This is an optimization exercise on Yosys and OpenROAD, whose aim is small area and a short achievable clock period, not a production implementation. Only simulation tests tie the RTL to the original design; equivalence was not proved. Power is estimated from default activity; no workload was simulated.

## flow/design.v (module list and top-level ports; edited modules follow where they fit)
// module decompressor: 197 lines
// module control: 329 lines
// module imm_gen: 49 lines
// module registers: 18 lines
// module registers_float: 18 lines
// module instruction_fetch_stage: 36 lines
// module instruction_decode_stage: 84 lines
// module hazard_detection_unit: 20 lines
// module forwarding_unit: 51 lines
// module dsp_mul: 71 lines
// module mul32s_enc: 55 lines
// module mul32s_lo: 1337 lines
// module mul32s_hi: 1337 lines
// module mul24u_enc: 46 lines
// module mul24u_lo: 922 lines
// module mul24u_hi: 787 lines
// module dsp_div: 129 lines
// module dsp_float: 67 lines
// module fp_int_to_float: 88 lines
// module fp_float_to_int: 33 lines
// module fp_compare: 43 lines
// module fp_add_sub: 98 lines
// module fp_mul: 90 lines
// module fp_div: 140 lines
// module fp_sqrt: 78 lines
// module alu: 152 lines
// module bubble_counter: 34 lines
// module execute_stage: 92 lines
// module memory_stage: 29 lines
// module store_lanes: 38 lines
// module writeback_stage: 23 lines
// module quinta_core: 268 lines
module quinta_core (
    input  logic        clk,
    input  logic        rst,
    output logic [31:0] imem_addr,
    input  logic [31:0] imem_rdata,
    output logic [31:0] dmem_addr,
    output logic        dmem_we,
    output logic [ 3:0] dmem_be,
    output logic [31:0] dmem_wdata,
    output logic        dmem_re,
    input  logic [31:0] dmem_rdata
);
  // ...
==> flow/flow/run.sh <==
#!/bin/bash
# The standard layout (standard.sh), with timing repair aiming for
# SETUP_SLACK_MARGIN ns of slack beyond the clock constraint. make's full
# output goes to flow.log here; each ORFS step also keeps its own log under
# orfs/logs/.
set -euo pipefail
bash standard.sh SETUP_SLACK_MARGIN=8.0 finish > flow.log 2>&1
==> flow/standard.sh <==
#!/bin/bash
# synth_recipe.tcl (not shown) runs the flow's synth.tcl, then flattens the netlist and writes it again
# the make line also repeats each setting of config.mk as NAME=value (left out here)
make -C /OpenROAD-flow-scripts/flow DESIGN_CONFIG=/design/flow/config.mk WORK_HOME=/design/flow/orfs CLKGATE_MAP_FILE= SYNTH_SCRIPT=/design/flow/synth_recipe.tcl "${@:-finish}"
==> flow/config.mk <==
export PLATFORM = sky130hd
export DESIGN_NAME = quinta_core
export DESIGN_NICKNAME = quinta_core
export VERILOG_FILES = /design/flow/design.v
export SDC_FILE = /design/flow/constraint.sdc
export NUM_CORES = 8
export LEC_CHECK = 0
export ABC_AREA = 1
export CAP_MARGIN = 35
export CORE_MARGIN = 2
export CORE_UTILIZATION = 35
export CTS_CLUSTER_DIAMETER = 80
export CTS_CLUSTER_SIZE = 24
export SLEW_MARGIN = 35
==> flow/constraint.sdc <==
create_clock -name core_clock -period 11.5 [get_ports {clk}]
set_input_delay 2.3000 -clock core_clock [delete_from_list [all_inputs] [get_ports {clk}]]
set_output_delay 2.3000 -clock core_clock [all_outputs]
set_load 0.01 [all_outputs]
==> reports/summary.txt, run 1 <==
critical-path cell list: buf_12 -> clkinv_8 -> o22ai_4 -> nor2_4 -> buf_12 -> clkinv_8 -> ha_4 -> a21oi_4 -> nand3_2 -> nor4_4 -> o221ai_2 -> a311oi_4 -> o221a_2 -> nand4_1 -> a21oi_1 -> nand2_1
Final Cell Area: 0.271 mm²
post-layout util: 0.432
Met1 Wirelength: 457,000 µm
FF-to-FF Start: forwarding_unit_inst.left_sel[0]
Worst path max stage delay: 0.61 ns
cell row count: 291
met2 usage: 0.478
worst hold stages: 0
Clock Sinks: 4,036
Post-CTS Setup Bufs: 639
Die Ht: 796 µm
cell internal pwr: 48,200 µW
RSZ-0062 raised after global routing: true
Final Hold Viols: 0
post-DP HPWL: 808,000 µm
top cell type's share of synthesized area: 0.275
first-pass GRT wire length: 1,590,000 µm
DRC viols: 0
core area: 0.627 mm²
adder-cell area share of the yosys netlist: 0.0985
post-place setup slack: 4.62 ns
Mapped Nets: 26,300
Critical Path End: alu_res_in_mem[7]
Largest cell class: multi-input combinational cells
power density over the cells: 376 mW/mm²
Seq. cell area: 0.102 mm²
setup TNS: 0 ns
DR vias: 212,000
Primary FF master, synth: dfxtp_1
Setup Viol. Count Final: 0
outcome: complete, no violations
==> module dsp_div, before the edit <==
module dsp_div (
    input logic clk,
    input logic rst,
    input alu_op_t alu_op,
    input logic [31:0] alu_sel,   
    input logic signed [31:0] left_operand,
    input logic signed [31:0] right_operand,
    output logic [31:0] div_res_unsigned,
    output logic [31:0] rem_res_unsigned,
    output logic [31:0] div_res_signed,
    output logic [31:0] rem_res_signed
);
  logic [31:0] right_operand_d;
  logic        left_sign_d;
  logic        right_sign_d;
  logic [32:0] acc_n;   
  logic [31:0] quo_n;   
  logic [32:0] acc_nn;
  logic [31:0] quo_nn;
  logic [ 7:0] i;
  logic        run;
  logic        start_u;
  logic        start_s;
  logic [31:0] left_operand_unsigned;
  logic [31:0] right_operand_unsigned;
  logic [31:0] x;   
  logic [31:0] y;   
  logic        y_is_0;
  logic        y_is_1;
  logic [32:0] acc_start;
  logic [31:0] quo_start;
  function automatic logic [31:0] negate(input logic [31:0] x);
    logic [31:0] p;   
    p = x;
    for (int l = 0; l < 5; l++) begin
      for (int k = 0; k < 32; k++) begin
        if (((k >> l) & 1) == 1) p[k] = p[k] | p[((k>>l)<<l)-1];
      end
    end
    negate = x ^ {p[30:0], 1'b0};
  endfunction
  always_comb begin
    left_operand_unsigned  = negate(left_operand);
    right_operand_unsigned = negate(right_operand);
  end
  assign start_u = (alu_sel[ALU_DIVU] || alu_sel[ALU_REMU]) && run == 0;
  assign start_s = (alu_sel[ALU_DIV] || alu_sel[ALU_REM]) && run == 0;
  logic [33:0] acc_diff;
  assign acc_diff = {1'b0, acc_n} - {2'b0, right_operand_d};
  always_comb begin
    if (acc_diff[33] == 0) begin
      acc_nn = {acc_diff[31:0], quo_n[31]};
      quo_nn = {quo_n[30:0], 1'b1};
    end else begin
      acc_nn = {acc_n[31:0], quo_n[31]};
      quo_nn = {quo_n[30:0], 1'b0};
    end
  end
  always_comb begin
    if (start_s == 1 && left_operand[31] == 1) begin
      x = left_operand_unsigned;
    end else begin
      x = left_operand;
    end
    if (start_s == 1 && right_operand[31] == 1) begin
      y = right_operand_unsigned;
    end else begin
      y = right_operand;
    end
    y_is_0 = right_operand == 32'd0;
    y_is_1 = (right_operand == 32'd1) || (start_s == 1 && right_operand == 32'hffffffff);
    if (y_is_0 || (y_is_1 && x[31] == 1)) begin
      acc_start = {31'b0, x[31] & ~y_is_1, x[30]};
      quo_start = {x[29:0], 2'b01};
    end else begin
      acc_start = {31'b0, x[31], x[30]};
      quo_start = {x[29:0], 2'b00};
    end
  end
  always_ff @(posedge clk) begin
    if (rst == 1) begin
      run <= 0;
      i   <= 0;
      right_operand_d <= 0;
      left_sign_d <= 0;
      right_sign_d <= 0;
      acc_n <= 0;
      quo_n <= 32'd1;
    end else begin
      if (start_u == 1 || start_s == 1) begin
        run <= 1;
        i <= 0;
        right_operand_d <= y;
        acc_n <= acc_start;
        quo_n <= quo_start;
        if (start_s == 1) begin
          left_sign_d  <= left_operand[31];
          right_sign_d <= right_operand[31];
        end
      end else begin
        if (i == 32 - 1) begin   
          run <= 0;
          i   <= 0;
        end else begin   
          i     <= i + 1;
          acc_n <= acc_nn;
          quo_n <= quo_nn;
        end
      end
    end
  end
  assign div_res_unsigned = quo_n;
  assign rem_res_unsigned = acc_n[32:1];   
  always_comb begin
    if (left_sign_d == 0 && right_sign_d == 0) begin   
      div_res_signed = quo_n;
      rem_res_signed = acc_n[32:1];
    end else if (left_sign_d == 1 && right_sign_d == 0) begin 
      div_res_signed = ~(quo_n) + 1;
      rem_res_signed = ~(acc_n[32:1]) + 1;
    end else if (left_sign_d == 0 && right_sign_d == 1) begin 
      div_res_signed = -quo_n;
      rem_res_signed = acc_n[32:1];
    end else begin   
      div_res_signed = quo_n;
      rem_res_signed = -acc_n[32:1];
    end
  end
endmodule
==> module alu, before the edit <==
module alu (
    input logic clk,
    input logic rst,
    input logic [31:0] left_operand,
    input logic [31:0] right_operand,
    input alu_op_t alu_op,
    input logic [31:0] alu_sel,   
    input logic [31:0] res_sel,   
    input logic [31:0] res_sel_hi_n,   
    output logic [31:0] alu_res,
    output logic insert_bubble
);
  logic [63:0] mul_res;
  logic [31:0] div_res_unsigned;
  logic [31:0] rem_res_unsigned;
  logic [31:0] div_res_signed;
  logic [31:0] rem_res_signed;
  logic [31:0] int_float_res;
  logic [31:0] float_int_res;
  logic [31:0] float_add_res;
  logic [31:0] float_sub_res;
  logic        float_eq_res;
  logic        float_lt_res;
  logic        float_lte_res;
  logic [31:0] float_mul_res;
  logic [31:0] float_div_res;
  logic [31:0] float_sqrt_res;
  logic        shift_fill;
  logic        shift_big;
  logic [31:0] shift_right_res;
  logic [31:0] shift_left_res;
  assign shift_fill = (alu_sel[ALU_SHIFT_RIGHT_AR] | alu_sel[ALU_SHIFT_RIGHT_AR_IMM]) & left_operand[31];
  assign shift_big = !alu_sel[ALU_SHIFT_RIGHT_AR_IMM] && right_operand[31:5] != 0;
  always_comb begin
    if (shift_big) begin
      shift_right_res = {32{shift_fill}};
    end else begin
      shift_right_res = 32'($signed({shift_fill, left_operand}) >>> right_operand[4:0]);
    end
    if (right_operand[31:5] != 0) begin
      shift_left_res = 32'd0;
    end else begin
      shift_left_res = left_operand << right_operand[4:0];
    end
  end
  function automatic logic [1:0] compare_tree(input logic [31:0] l, input logic [31:0] r);
    logic [31:0] lt;
    logic [31:0] eq;
    lt = ~l & r;
    eq = ~(l ^ r);
    for (int w = 1; w < 32; w = w * 2) begin
      for (int k = 0; k < 32; k += 2 * w) begin
        lt[k] = lt[k+w] | (eq[k+w] & lt[k]);
        eq[k] = eq[k+w] & eq[k];
      end
    end
    compare_tree = {lt[0], eq[0]};
  endfunction
  logic [1:0] compare_unsigned;   
  logic [1:0] compare_signed;
  assign compare_unsigned = compare_tree(left_operand, right_operand);
  assign compare_signed = compare_tree(left_operand ^ 32'h80000000, right_operand ^ 32'h80000000);
  logic [31:0] res_units;
  logic [31:0] res_units_late;
  logic [31:0] res_logic;
  logic [31:0] res_shift;
  logic        res_float_compare;
  logic        res_compare;
  logic [31:0] res_arith;
  logic [31:0][31:0] res_mask;
  for (genvar k = 0; k < 32; k++) begin : gen_res_mask
    assign res_mask[k] = {{16{!res_sel_hi_n[k]}}, {16{res_sel[k]}}};
  end
  always_comb begin
    res_units = (res_mask[ALU_MUL] & mul_res[31:0])
        | (res_mask[ALU_MULH] & mul_res[63:32])
        | (res_mask[ALU_DIVU] & div_res_unsigned)
        | (res_mask[ALU_REMU] & rem_res_unsigned)
        | (res_mask[ALU_F_INT_FLOAT] & int_float_res)
        | (res_mask[ALU_F_FLOAT_INT] & float_int_res)
        | (res_mask[ALU_F_MUL] & float_mul_res)
        | (res_mask[ALU_F_SQRT] & float_sqrt_res);
    res_units_late = ((res_mask[ALU_DIV] & div_res_signed) | (res_mask[ALU_REM] & rem_res_signed))
        | ((res_mask[ALU_F_ADD] & float_add_res) | (res_mask[ALU_F_SUB] & float_sub_res))
        | (res_mask[ALU_F_DIV] & float_div_res);
    res_logic = ((res_mask[ALU_AND] & (left_operand & right_operand))
        | (res_mask[ALU_OR] & (left_operand | right_operand)))
        | ((res_mask[ALU_XOR] & (left_operand ^ right_operand))
        | (res_mask[ALU_ADD_0] & left_operand));   
    res_shift = (res_mask[ALU_SHIFT_LEFT] & shift_left_res)
        | ((res_mask[ALU_SHIFT_RIGHT] | res_mask[ALU_SHIFT_RIGHT_AR] | res_mask[ALU_SHIFT_RIGHT_AR_IMM]) & shift_right_res);
    res_float_compare = (res_sel[ALU_F_EQ] & float_eq_res) | (res_sel[ALU_F_LT] & float_lt_res)
        | (res_sel[ALU_F_LTEQ] & float_lte_res);
    res_compare = (res_sel[ALU_LESS_THAN_UNSIGNED] & compare_unsigned[1])
        | (res_sel[ALU_LESS_THAN_SIGNED] & compare_signed[1])
        | (res_sel[ALU_EQUAL] & compare_unsigned[0]);
    res_arith = (res_mask[ALU_ADD] & (left_operand + right_operand))
        | (res_mask[ALU_SUB] & (left_operand - right_operand));
    alu_res = ((res_units | res_logic) | (res_shift | {31'b0, res_float_compare}))
        | (res_units_late | (res_arith | {31'b0, res_compare}));
  end
  dsp_mul dsp_mul_inst (   
      .clk(clk),
      .left_operand(left_operand),
      .right_operand(right_operand),
      .mul_res(mul_res)
  );   
  dsp_div dsp_div_inst (   
      .clk(clk),
      .rst(rst),
      .alu_op(alu_op),
      .alu_sel(alu_sel),
      .left_operand(left_operand),
      .right_operand(right_operand),
      .div_res_unsigned(div_res_unsigned),
      .rem_res_unsigned(rem_res_unsigned),
      .div_res_signed(div_res_signed),
      .rem_res_signed(rem_res_signed)
  );   
  dsp_float dsp_float_inst (   
      .clk(clk),
      .rst(rst),
      .alu_op(alu_op),
      .alu_sel(alu_sel),
      .left_operand(left_operand),
      .right_operand(right_operand),
      .int_float_res(int_float_res),
      .float_int_res(float_int_res),
      .float_add_res(float_add_res),
      .float_sub_res(float_sub_res),
      .float_eq_res(float_eq_res),
      .float_lt_res(float_lt_res),
      .float_lte_res(float_lte_res),
      .float_mul_res(float_mul_res),
      .float_div_res(float_div_res),
      .float_sqrt_res(float_sqrt_res)
  );   
  logic start_2, start_6, start_32, start_36;
  logic idle_2, idle_6, idle_32, idle_36;
  logic mid_2, mid_6, mid_32, mid_36;
  assign start_2  = alu_sel[ALU_F_ADD] | alu_sel[ALU_F_SUB] | alu_sel[ALU_F_FLOAT_INT];
  assign start_6  = alu_sel[ALU_MUL] | alu_sel[ALU_MULH] | alu_sel[ALU_F_MUL];
  assign start_32 = alu_sel[ALU_DIV] | alu_sel[ALU_DIVU] | alu_sel[ALU_REM] | alu_sel[ALU_REMU]
      | alu_sel[ALU_F_INT_FLOAT] | alu_sel[ALU_F_SQRT];
  assign start_36 = alu_sel[ALU_F_DIV];
  bubble_counter #(.N(2)) bubble_2_inst (.clk(clk), .rst(rst), .start(start_2), .idle(idle_2), .mid(mid_2));
  bubble_counter #(.N(6)) bubble_6_inst (.clk(clk), .rst(rst), .start(start_6), .idle(idle_6), .mid(mid_6));
  bubble_counter #(.N(32)) bubble_32_inst (.clk(clk), .rst(rst), .start(start_32), .idle(idle_32), .mid(mid_32));
  bubble_counter #(.N(36)) bubble_36_inst (.clk(clk), .rst(rst), .start(start_36), .idle(idle_36), .mid(mid_36));
  assign insert_bubble = (start_2 & idle_2) | mid_2 | (start_6 & idle_6) | mid_6
      | (start_32 & idle_32) | mid_32 | (start_36 & idle_36) | mid_36;
endmodule
==> module execute_stage, before the edit <==
module execute_stage (
    input logic clk,
    input logic rst,
    input logic [31:0] pc_execute,
    input logic [31:0] data1,
    input logic [31:0] data2,
    input logic [31:0] immediate_data,
    input control_t control,
    input logic [31:0] alu_sel,   
    input logic [31:0] res_sel,
    input logic [31:0] res_sel_hi_n,   
    input logic [3:0] left_sel,   
    input logic [3:0] right_sel,   
    input logic [2:0] store_sel,   
    input logic [3:0] left_sel_hi_n,   
    input logic [3:0] right_sel_hi_n,   
    input logic [31:0] alu_res_mem,
    input logic [31:0] wb_fwd,
    output logic [31:0] alu_res,   
    output logic [31:0] mem_addr,   
    output logic branch_taken,
    output logic [3:0] store_be,
    output logic [31:0] store_wdata,
    output logic insert_bubble
);
  logic [31:0] left_operand;
  logic [31:0] right_operand;
  logic [31:0] mem_data;
  logic [31:0] alu_res_internal;
  logic        compare_res;
  logic [3:0][31:0] left_mask;
  logic [3:0][31:0] right_mask;
  for (genvar k = 0; k < 4; k++) begin : gen_operand_mask
    assign left_mask[k]  = {{16{!left_sel_hi_n[k]}}, {16{left_sel[k]}}};
    assign right_mask[k] = {{16{!right_sel_hi_n[k]}}, {16{right_sel[k]}}};
  end
  assign left_operand = (left_mask[3] & pc_execute) | (left_mask[2] & alu_res_mem)
      | (left_mask[1] & wb_fwd) | (left_mask[0] & data1);
  assign right_operand = (right_mask[3] & immediate_data) | (right_mask[2] & alu_res_mem)
      | (right_mask[1] & wb_fwd) | (right_mask[0] & data2);
  assign mem_data = ({32{store_sel[2]}} & alu_res_mem) | ({32{store_sel[1]}} & wb_fwd)
      | ({32{store_sel[0]}} & data2);
  assign mem_addr = left_operand + right_operand;
  assign alu_res = (({32{control.alu_bypass}} & immediate_data)
      | ({32{control.is_branch}} & ({immediate_data[30:0], 1'b0} + pc_execute))) | alu_res_internal;
  function automatic logic [1:0] compare_tree(input logic [31:0] l, input logic [31:0] r);
    logic [31:0] lt;
    logic [31:0] eq;
    lt = ~l & r;
    eq = ~(l ^ r);
    for (int w = 1; w < 32; w = w * 2) begin
      for (int k = 0; k < 32; k += 2 * w) begin
        lt[k] = lt[k+w] | (eq[k+w] & lt[k]);
        eq[k] = eq[k+w] & eq[k];
      end
    end
    compare_tree = {lt[0], eq[0]};
  endfunction
  logic [1:0] compare_unsigned;   
  logic [1:0] compare_signed;
  assign compare_unsigned = compare_tree(left_operand, right_operand);
  assign compare_signed = compare_tree(left_operand ^ 32'h80000000, right_operand ^ 32'h80000000);
  always_comb begin
    if (alu_sel[ALU_EQUAL] == 1) begin
      compare_res = compare_unsigned[0];
    end else if (alu_sel[ALU_LESS_THAN_SIGNED] == 1) begin
      compare_res = compare_signed[1];
    end else begin
      compare_res = compare_unsigned[1];
    end
  end
  assign branch_taken = ((compare_res ^ control.alu_inv_res) & control.is_branch) | control.alu_jump;
  store_lanes store_lanes_inst (
      .mem_write(control.mem_write),
      .byte_offset(left_operand[1:0] + right_operand[1:0]),
      .mem_data_in(mem_data),
      .be(store_be),
      .wdata(store_wdata)
  );
  alu alu_inst (
      .clk(clk),
      .rst(rst),
      .left_operand(left_operand),
      .right_operand(right_operand),
      .alu_op(control.alu_op),
      .alu_sel(alu_sel),
      .res_sel(res_sel),
      .res_sel_hi_n(res_sel_hi_n),
      .alu_res(alu_res_internal),
      .insert_bubble(insert_bubble)
  );
endmodule
==> run 2: changes to the inputs <==
--- a/flow/design.v
+++ b/flow/design.v
@@ -5459,20 +5459,14 @@
   logic        y_is_1;
   logic [32:0] acc_start;
   logic [31:0] quo_start;
-  function automatic logic [31:0] negate(input logic [31:0] x);
-    logic [31:0] p;   
-    p = x;
-    for (int l = 0; l < 5; l++) begin
-      for (int k = 0; k < 32; k++) begin
-        if (((k >> l) & 1) == 1) p[k] = p[k] | p[((k>>l)<<l)-1];
-      end
-    end
-    negate = x ^ {p[30:0], 1'b0};
-  endfunction
-  always_comb begin
-    left_operand_unsigned  = negate(left_operand);
-    right_operand_unsigned = negate(right_operand);
-  end
+  negate_32 negate_left_inst (
+      .x  (left_operand),
+      .neg(left_operand_unsigned)
+  );
+  negate_32 negate_right_inst (
+      .x  (right_operand),
+      .neg(right_operand_unsigned)
+  );
   assign start_u = (alu_sel[ALU_DIVU] || alu_sel[ALU_REMU]) && run == 0;
   assign start_s = (alu_sel[ALU_DIV] || alu_sel[ALU_REM]) && run == 0;
   logic [33:0] acc_diff;
@@ -5557,6 +5551,12 @@
     end
   end
 endmodule
+module negate_32 (
+    input  logic [31:0] x,
+    output logic [31:0] neg
+);
+  assign neg = ~x + 1;
+endmodule
 module dsp_float (
     input  logic           clk,
     input  logic           rst,
@@ -6199,11 +6199,16 @@
     input logic rst,
     input logic [31:0] left_operand,
     input logic [31:0] right_operand,
+    input logic [31:0] operand_sum,   
+    input logic [31:0] operand_difference,   
     input alu_op_t alu_op,
     input logic [31:0] alu_sel,   
     input logic [31:0] res_sel,   
     input logic [31:0] res_sel_hi_n,   
     output logic [31:0] alu_res,
+    output logic [31:0] alu_res_other,
+    output logic [31:0] add_mask,
+    output logic [31:0] sub_mask,
     output logic insert_bubble
 );
   logic [63:0] mul_res;
@@ -6263,6 +6268,8 @@
   logic        res_float_compare;
   logic        res_compare;
   logic [31:0] res_arith;
+  assign add_mask = res_mask[ALU_ADD];
+  assign sub_mask = res_mask[ALU_SUB];
   logic [31:0][31:0] res_mask;
   for (genvar k = 0; k < 32; k++) begin : gen_res_mask
     assign res_mask[k] = {{16{!res_sel_hi_n[k]}}, {16{res_sel[k]}}};
@@ -6290,10 +6297,11 @@
     res_compare = (res_sel[ALU_LESS_THAN_UNSIGNED] & compare_unsigned[1])
         | (res_sel[ALU_LESS_THAN_SIGNED] & compare_signed[1])
         | (res_sel[ALU_EQUAL] & compare_unsigned[0]);
-    res_arith = (res_mask[ALU_ADD] & (left_operand + right_operand))
-        | (res_mask[ALU_SUB] & (left_operand - right_operand));
-    alu_res = ((res_units | res_logic) | (res_shift | {31'b0, res_float_compare}))
-        | (res_units_late | (res_arith | {31'b0, res_compare}));
+    res_arith = (res_mask[ALU_ADD] & operand_sum)
+        | (res_mask[ALU_SUB] & operand_difference);
+    alu_res_other = ((res_units | res_logic) | (res_shift | {31'b0, res_float_compare}))
+        | (res_units_late | {31'b0, res_compare});
+    alu_res = alu_res_other | res_arith;
   end
   dsp_mul dsp_mul_inst (   
       .clk(clk),
@@ -6422,9 +6430,23 @@
       | (right_mask[1] & wb_fwd) | (right_mask[0] & data2);
   assign mem_data = ({32{store_sel[2]}} & alu_res_mem) | ({32{store_sel[1]}} & wb_fwd)
       | ({32{store_sel[0]}} & data2);
-  assign mem_addr = left_operand + right_operand;
-  assign alu_res = (({32{control.alu_bypass}} & immediate_data)
-      | ({32{control.is_branch}} & ({immediate_data[30:0], 1'b0} + pc_execute))) | alu_res_internal;
+  logic [31:0] operand_sum;
+  logic [31:0] operand_difference;
+  logic [31:0] alu_res_other;
+  logic [31:0] add_mask;
+  logic [31:0] sub_mask;
+  add_sub add_sub_inst (
+      .a(left_operand),
+      .b(right_operand),
+      .add_mask(add_mask),
+      .sub_mask(sub_mask),
+      .other(alu_res_other | (({32{control.alu_bypass}} & immediate_data)
+          | ({32{control.is_branch}} & ({immediate_data[30:0], 1'b0} + pc_execute)))),
+      .sum(operand_sum),
+      .difference(operand_difference),
+      .result(alu_res)
+  );
+  assign mem_addr = operand_sum;
   function automatic logic [1:0] compare_tree(input logic [31:0] l, input logic [31:0] r);
     logic [31:0] lt;
     logic [31:0] eq;
@@ -6464,14 +6486,33 @@
       .rst(rst),
       .left_operand(left_operand),
       .right_operand(right_operand),
+      .operand_sum(operand_sum),
+      .operand_difference(operand_difference),
       .alu_op(control.alu_op),
       .alu_sel(alu_sel),
       .res_sel(res_sel),
       .res_sel_hi_n(res_sel_hi_n),
       .alu_res(alu_res_internal),
+      .alu_res_other(alu_res_other),
+      .add_mask(add_mask),
+      .sub_mask(sub_mask),
       .insert_bubble(insert_bubble)
   );
 endmodule
+module add_sub (
+    input logic [31:0] a,
+    input logic [31:0] b,
+    input logic [31:0] add_mask,
+    input logic [31:0] sub_mask,
+    input logic [31:0] other,
+    output logic [31:0] sum,
+    output logic [31:0] difference,
+    output logic [31:0] result
+);
+  assign sum = a + b;
+  assign difference = a - b;
+  assign result = other | ((add_mask & sum) | (sub_mask & difference));
+endmodule
 module memory_stage (
     input logic clk,
     input logic rst,
==> flow/flow/run.sh (replaced) <==
#!/bin/bash
# The standard layout (standard.sh), with two changes:
#  - timing repair aims for SETUP_SLACK_MARGIN ns of slack beyond the clock
#    constraint;
#  - synthesis is the standard flow's script, except that two combinational modules are
#    mapped apart from the rest before the final flatten (synth_recipe_keep.tcl).
# make's full output goes to flow.log here; each ORFS step also keeps its own
# log under orfs/logs/.
set -euo pipefail
bash standard.sh SETUP_SLACK_MARGIN=7.5 SYNTH_SCRIPT="$PWD/flow/synth_recipe_keep.tcl" finish > flow.log 2>&1
==> flow/flow/synth_recipe_keep.tcl (new file) <==
# synth_recipe.tcl (the standard synthesis script), except that the
# purely combinational modules add_sub and negate_32 keep their own hierarchy
# until the final flatten, so that ABC maps each of them on its own (for its
# own critical path) rather than as part of the whole design. They contain no
# registers, so the registers are the same as in the standard synthesis.
proc synth {args} {
  yosys setattr -mod -set keep_hierarchy 1 add_sub negate_32
  yosys synth -nofsm -noshare {*}$args
}
source $::env(SCRIPTS_DIR)/synth.tcl
# left out here: clear keep_hierarchy, flatten, clean up, hide names made inside functions, write 1_2_yosys.v
==> reports/summary.txt, run 2 <==
Worst Setup Start Kind: register (unchanged)
setup TNS: 0 ns (unchanged)
Synth Cell Area: 0.223 mm² (was 0.220 mm²)
Period minus WS final: 4.40 ns (was 4.13 ns)
Final Hold Viols: 0 (unchanged)
outcome: complete, no violations (unchanged)
layout cell share with drive strength beyond 1: 0.115 (was 0.195)
Crit. End Element: register (unchanged)
Layout Nets: 27,300 (was 27,200)
clock share of power: 0.122 (was 0.109)
cell internal pwr: 42,400 µW (was 48,200 µW)
Initial Utilization: 0.351 (about the same)
Max Clock Skew: 0.123 ns (was 0.0914 ns)
switching share of total power: 0.535 (was 0.527)
All-Layer GR Usage: 0.346 (was 0.359)
DP Cell Count: 33,600 (was 32,800)
hold slack: 0.308 ns (was 0.298 ns)
Clk Tree Root Cell: clkbuf_16 (unchanged)
vias in the first global route: 191,000 (was 193,000)
Routed WL: 1,170,000 µm (was 1,200,000 µm)
fin. max-slew vios: 0 (unchanged)
most common cell after layout, fill and taps aside: nand2_1 (unchanged)
DR vias/cell: 6.09 (was 6.14)
antenna viol nets, final: 0 (unchanged)
largest net degree at the start of global routing: 172 (was 92)
YS warnings: 28 (unchanged)
CP Class: register to register (unchanged)
worst-margin pin slew: 1.15 ns (was 1.18 ns)
post-DP HPWL: 826,000 µm (was 808,000 µm)
crit path max fanout: 4 (was 6)
final period utilization: 0.382 (was 0.359)
Clock Sinks: 4,036 (unchanged)
Mapped Nets: 27,000 (was 26,300)
cts bufs inserted: 282 (was 274)
Fillers: 63,200 (was 60,500)
Slew HR: 0.235 (was 0.207)
Die Ht: 803 µm (was 796 µm)
area delta synth->final: 14.9% (was 23.3%)
CTS clk-pin slew, worst paths: 0.10 ns (was 0.09 ns)
CP required: 12.43 ns (about the same)
worst skew pair latency: 1.10 ns (was 1.09 ns)
worst hold path type: register to register (unchanged)
commonest cells after routing, fill and taps aside: nand2_1, inv_1, edfxtp_1 (unchanged)
Avg Synthesized Cell Area: 8.72 µm² (was 8.82 µm²)
hold buffers post-CTS: 0 (unchanged)
Leak: 0.104 µW (was 0.107 µW)
Avg WL per Cell: 33.8 µm (was 34.9 µm)
synthesized instance count: 25,600 (was 24,900)
Setup Viol. Count Final: 0 (unchanged)
core area: 0.636 mm² (was 0.627 mm²)
Fmax: 227 MHz (was 242 MHz)
cell row count: 293 (was 291)
Initial DRC Count: 34,100 (was 32,900)
die area: 0.644 mm² (was 0.634 mm²)
initial antenna violation count: 195 (was 158)
global route total overflow: 0 (unchanged)
CTS tree: done (unchanged)
first-pass GRT wire length: 1,570,000 µm (was 1,590,000 µm)
power density over the cells: 356 mW/mm² (was 376 mW/mm²)
Switch Pwr: 48,900 µW (was 53,700 µW)
RSZ-0062 raised after global routing: true (unchanged)
chip width: 803 µm (was 796 µm)
register share of total power: 0.235 (was 0.212)
DRC viols: 0 (unchanged)
# IOs: 168 (unchanged)
worst IR drop on VDD: 0.000587 V (was 0.000353 V)
port bufs: 167 (unchanged)
CTS Buffer Depth: 4 (unchanged)
Arr. time, crit path: 5.33 ns (was 5.06 ns)
post-route insts no fill: 34,600 (was 34,500)
H-Tree Depth: 5 (unchanged)
gp weighted congestion: 1.10 (was 1.13)
DR vias: 211,000 (was 212,000)
drt pass-1 iters: 9 (was 14)
max-capacitance violation count: 0 (unchanged)
Combinational Power Share: 0.643 (was 0.679)
-- run 2: critical path: stages, from the launching register on --
cell and delay [ns]:
dfxtp_2 0.34, buf_12 0.15, clkinvlp_4 0.27, buf_6 0.23, o21ai_2 0.11, nor2_2 0.06, buf_12 0.14, ha_4 0.25
clkinvlp_4 0.15, buf_4 0.14, buf_6 0.08, buf_6 0.13, buf_6 0.11, o21ai_2 0.05, a221oi_2 0.19, nand3_1 0.11
a211oi_2 0.37, o221ai_2 0.25, a221oi_4 0.45, o211ai_1 0.27, a221o_1 0.38
-- run 2: power by group through the flow --
| stage | registers [µW] | logic, µW | clock network [µW] |
|---|---|---|---|
| final | 21500 | 58700 | 11100 |
| after detailed placement | 21600 | 52200 | 0 |
| after floorplan | 20700 | 31100 | 0 |
| after global placement | 21500 | 52100 | 0 |
| after global routing | 21500 | 62400 | 11700 |
| after CTS | 21300 | 54700 | 11200 |
-- run 2: final timing paths --
kind,depth (start not counted),slack [ns],to,from
hold / removal,0,0.31,pc4_mem[0],pc_execute[0]
hold reg to reg,0,0.31,pc4_mem[0],pc_execute[0]
setup / recovery,20,7.10,alu_res_in_mem[1],alu_res_in_mem[1]
setup reg to reg,20,7.10,alu_res_in_mem[1],alu_res_in_mem[1]
-- run 2: cell type report --
class,count,area (µm²),area share
multi-input combinational,16800,109000,0.425
sequential,4036,101000,0.395
inverter,3465,13500,0.0525
timing repair buffer,1329,12400,0.0484
tap,8407,10500,0.0410
clock buffer,313,7240,0.0282
clock inverter,176,2290,0.00892
antenna,114,285,0.00111
timing repair inverter,8,55.1,0.000215
-- run 2: stage by stage --
step           worst slack, ns  power [µW]   util  instance area [µm²]
2_1_floorplan             7.14       51900      -               223000
3_3_place_gp              4.86       73600  0.372               237000
3_5_place_dp              4.95       73800  0.373               237000
4_1_cts                   7.39       87100  0.396               252000
5_1_grt                   7.21       95600  0.403               256000
6_report                  7.10       91300  0.403               257000
-- run 2: what timing repair did --
item | 4_1_cts | 5_1_grt
pin swaps | 113 | 155
resized for setup | 1156 | 665
setup buffers | 181 | 214
gates cloned | 26 | 10
endpoints found under the setup margin | 833 | 507
-- run 2: routing by layer --
| metal | global-route usage | vias to the layer above | part of all wire |
|---|---|---|---|
| met1 | 0.457 | 103000 | 0.38 |
| met2 | 0.467 | 16300 | 0.38 |
| li1 | - | 88400 | - |
| met4 | 0.209 | 88 | 0.078 |
| met3 | 0.143 | 3583 | 0.15 |
| met5 | 0.00575 | - | 0.00065 |
==> run 3: changes to the inputs <==
--- a/flow/flow/run.sh
+++ b/flow/flow/run.sh
@@ -7,4 +7,4 @@
 # make's full output goes to flow.log here; each ORFS step also keeps its own
 # log under orfs/logs/.
 set -euo pipefail
-bash standard.sh SETUP_SLACK_MARGIN=7.5 SYNTH_SCRIPT="$PWD/flow/synth_recipe_keep.tcl" finish > flow.log 2>&1
+bash standard.sh SETUP_SLACK_MARGIN=7.0 SYNTH_SCRIPT="$PWD/flow/synth_recipe_keep.tcl" finish > flow.log 2>&1
==> reports/summary.txt, run 3 <==
worst hold stages: 0 (unchanged)
commonest cells after routing, fill and taps aside: nand2_1, inv_1, edfxtp_1 (unchanged)
CP required: 12.44 ns (was 12.43 ns)
Leak: 0.102 µW (was 0.104 µW)
CP max-delay cell: a21oi_1 (was a221oi_4)
final period utilization: 0.404 (was 0.382)
CTS Buffer Depth: 4 (unchanged)
CTS tree: done (unchanged)
FF-to-FF End: alu_res_in_mem[12] (was alu_res_in_mem[1])
most common cell after layout, fill and taps aside: nand2_1 (unchanged)
Clk Tree Root Cell: clkbuf_16 (unchanged)
Final Hold Viols: 0 (unchanged)
CTS clk-pin slew, worst paths: 0.09 ns (was 0.10 ns)
Worst path max stage delay: 0.54 ns (was 0.45 ns)
vias in the first global route: 190,000 (was 191,000)
All-Layer GR Usage: 0.344 (was 0.346)
layout cell share with drive strength beyond 1: 0.0847 (was 0.115)
fin. max-slew vios: 0 (unchanged)
global route total overflow: 0 (unchanged)
antenna viol nets, final: 0 (unchanged)
Worst Setup Start Kind: register (unchanged)
Routed WL: 1,160,000 µm (was 1,170,000 µm)
die area: 0.644 mm² (unchanged)
first-pass GRT wire length: 1,560,000 µm (was 1,570,000 µm)
YS warnings: 28 (unchanged)
synthesized instance count: 25,600 (unchanged)
cell row count: 293 (unchanged)
power density over the cells: 355 mW/mm² (was 356 mW/mm²)
port bufs: 167 (unchanged)
Crit. End Element: register (unchanged)
Placement Cell Area: 0.237 mm² (about the same)
setup TNS: 0 ns (unchanged)
cts bufs inserted: 295 (was 282)
Period minus WS final: 4.65 ns (was 4.40 ns)
Largest delay share family, worst path: compound AO/OA/AOI/OAI gates (unchanged)
Switch Pwr: 47,800 µW (was 48,900 µW)
Arr. time, crit path: 5.59 ns (was 5.33 ns)
FF-to-FF Start: forwarding_unit_inst.left_sel[3] (was alu_res_in_mem[1])
gp weighted congestion: 1.10 (about the same)
worst-margin pin slew: 1.22 ns (was 1.15 ns)
critical-path cell list: clkinvlp_4 -> buf_4 -> o22ai_1 -> nor2_1 -> buf_4 -> inv_1 -> ha_1 -> a221oi_1 -> nand3_1 -> a21oi_1 -> o2111a_1 -> nand3_1 -> a21oi_1 -> o2111ai_1 -> nand3b_1 (was buf_12 -> clkinvlp_4 -> buf_6 -> o21ai_2 -> nor2_2 -> buf_12 -> ha_4 -> clkinvlp_4 -> buf_4 -> buf_6 -> buf_6 -> buf_6 -> o21ai_2 -> a221oi_2 -> nand3_1 -> a211oi_2 -> o221ai_2 -> a221oi_4 -> o211ai_1 -> a221o_1)
overall power: 88,900 µW (was 91,300 µW)
slack of the worst reg-to-reg path: 6.85 ns (was 7.10 ns)
largest net degree at the start of global routing: 116 (was 172)
sum of buffers and inverters on the critical path: 4 (was 9)
Setup Viol. Count Final: 0 (unchanged)
Mapped Nets: 27,000 (unchanged)
# IOs: 168 (unchanged)
DR vias: 209,000 (was 211,000)
Max Clock Skew: 0.129 ns (was 0.123 ns)
register share of total power: 0.241 (was 0.235)
Reg2Reg Depth: 15 (was 20)
Layout Nets: 27,000 (was 27,300)
clock share of power: 0.132 (was 0.122)
Avg WL per Cell: 33.8 µm (about the same)
Combinational Power Share: 0.627 (was 0.643)
drt pass-1 iters: 9 (unchanged)
outcome: complete, no violations (unchanged)
initial antenna violation count: 210 (was 195)
worst skew pair latency: 1.08 ns (was 1.10 ns)
switching share of total power: 0.538 (was 0.535)
DRC viols: 0 (unchanged)
H-Tree Depth: 5 (unchanged)
Clock Sinks: 4,036 (unchanged)
Initial Utilization: 0.351 (unchanged)
worst IR drop on VDD: 0.000753 V (was 0.000587 V)
worst hold path type: register to register (unchanged)
Synth Cell Area: 0.223 mm² (unchanged)
Initial DRC Count: 32,600 (was 34,100)
Avg Synthesized Cell Area: 8.72 µm² (unchanged)
cell internal pwr: 41,100 µW (was 42,400 µW)
Final Cell Area: 0.251 mm² (was 0.257 mm²)
hold buffers post-CTS: 0 (unchanged)
hold slack: 0.312 ns (was 0.308 ns)
post-DP HPWL: 834,000 µm (was 826,000 µm)
RSZ-0062 raised after global routing: true (unchanged)
Slew HR: 0.184 (was 0.235)
chip width: 803 µm (unchanged)
area delta synth->final: 12.3% (was 14.9%)
crit path max fanout: 11 (was 4)
Fmax: 215 MHz (was 227 MHz)
CP Class: register to register (unchanged)
DR vias/cell: 6.07 (was 6.09)
core area: 0.636 mm² (unchanged)
max-capacitance violation count: 0 (unchanged)
Die Ht: 803 µm (unchanged)
[run 3: cell types whose count changed in the layout (fill, tap and decap cells not counted), sizes merged, moves of 2 or more]
| cell | delta |
|---|---|
| clkinv | -6 |
| inv | +46 |
| diode | +20 |
| dlymetal6s2s | +5 |
| dlygate4sd2 | -18 |
| clkbuf | +8 |
| buf | -332 |
| nor2 | +2 |
| clkdlybuf4s50 | +84 |
| clkdlybuf4s15 | -27 |
| clkinvlp | -29 |
| bufbuf | -11 |
[run 3: cell type report]
cell class                 instances  area (µm²)
clock buffer                     331        7700
fill                           63300      385000
timing repair inverter             6        40.0
clock inverter                   190        2640
inverter                        3465       13200
sequential                      4036      101000
multi-input combinational      16800      106000
tap                             8407       10500
timing repair buffer            1021        8700
antenna                          134         335
[run 3: stage by stage]
step	utilization	worst slack, ns	cells
floorplan	-	7.01	25600
global placement	0.372	4.58	33600
detailed placement	0.373	4.74	33600
finish	0.394	6.85	34400
CTS	0.391	6.81	34200
global route	0.394	6.88	34300
[run 3: power groups by stage]
stage | registers, µW | clock network, µW | logic [µW]
floorplan | 20700 | 0 | 31100
global placement | 21500 | 0 | 52000
detailed placement | 21500 | 0 | 52300
CTS | 21200 | 11800 | 53300
global route | 21500 | 12300 | 59800
finish | 21400 | 11700 | 55800
[run 3: worst max-delay path by stage]
stage | slack (ns) | cells past startpoint | to | start
3_5_place_dp | 4.74 | 18 | rs1_sel_n_decode[25] | imem_rdata[14]
2_1_floorplan | 7.01 | 20 | rs1_sel_n_decode[24] | imem_rdata[13]
5_1_grt | 6.88 | 26 | alu_res_in_mem[0] | alu_res_in_mem[1]
3_3_place_gp | 4.58 | 20 | rs1_sel_n_decode[14] | imem_rdata[14]
4_1_cts | 6.81 | 23 | alu_res_in_mem[0] | forwarding_unit_inst.right_sel[0]
6_report | 6.85 | 15 | alu_res_in_mem[12] | forwarding_unit_inst.left_sel[3]
[run 3: what timing repair did]
action / 4_1_cts / 5_1_grt
gates cloned: 11 / 7
pin swaps: 32 / 31
gates resized for setup: 267 / 233
endpoints found under the setup margin: 449 / 420
endpoints found under the hold margin: 0 / 0
buffers inserted: 34 / 58
[run 3: routing by layer]
| layer | track usage | part of all wire |
|---|---|---|
| met5 | 0.000516 | 0.00098 |
| met4 | 0.208 | 0.075 |
| met3 | 0.138 | 0.15 |
| met2 | 0.460 | 0.38 |
| met1 | 0.462 | 0.39 |

[afterwards: timing with drivers on the ports]
Ports are ideal in the flow. The routed layouts listed here were re-timed in OpenROAD. Step 1: set_driving_cell puts a clkbuf_16 on clk and a buf_2 on each other input, an assumption about the parent block. Step 2 adds t to the input delays and takes it off the output delays; t is the mean of the earliest and latest rising clock arrival at the registers after step 1. Input paths then give back, and output paths get back, about the clock's delay inside the block. Three values: ideal ports, drivers, drivers and shift; two values: the first two.
run | t (ns) | setup slack, ns | pins driven straight from the clock port
run 1 | 1.192 | 7.370 / 7.356 / 6.323 | 1
run 2 | 1.204 | 7.103 / 7.103 / 6.428 | 1
run 3 | 1.175 | 6.852 / 6.852 / 6.055 | 1
After both steps every run listed still meets setup and hold. For run 1, which loses most, drivers alone change the setup slack by -0.014 ns; drivers and shift together by -1.047 ns.
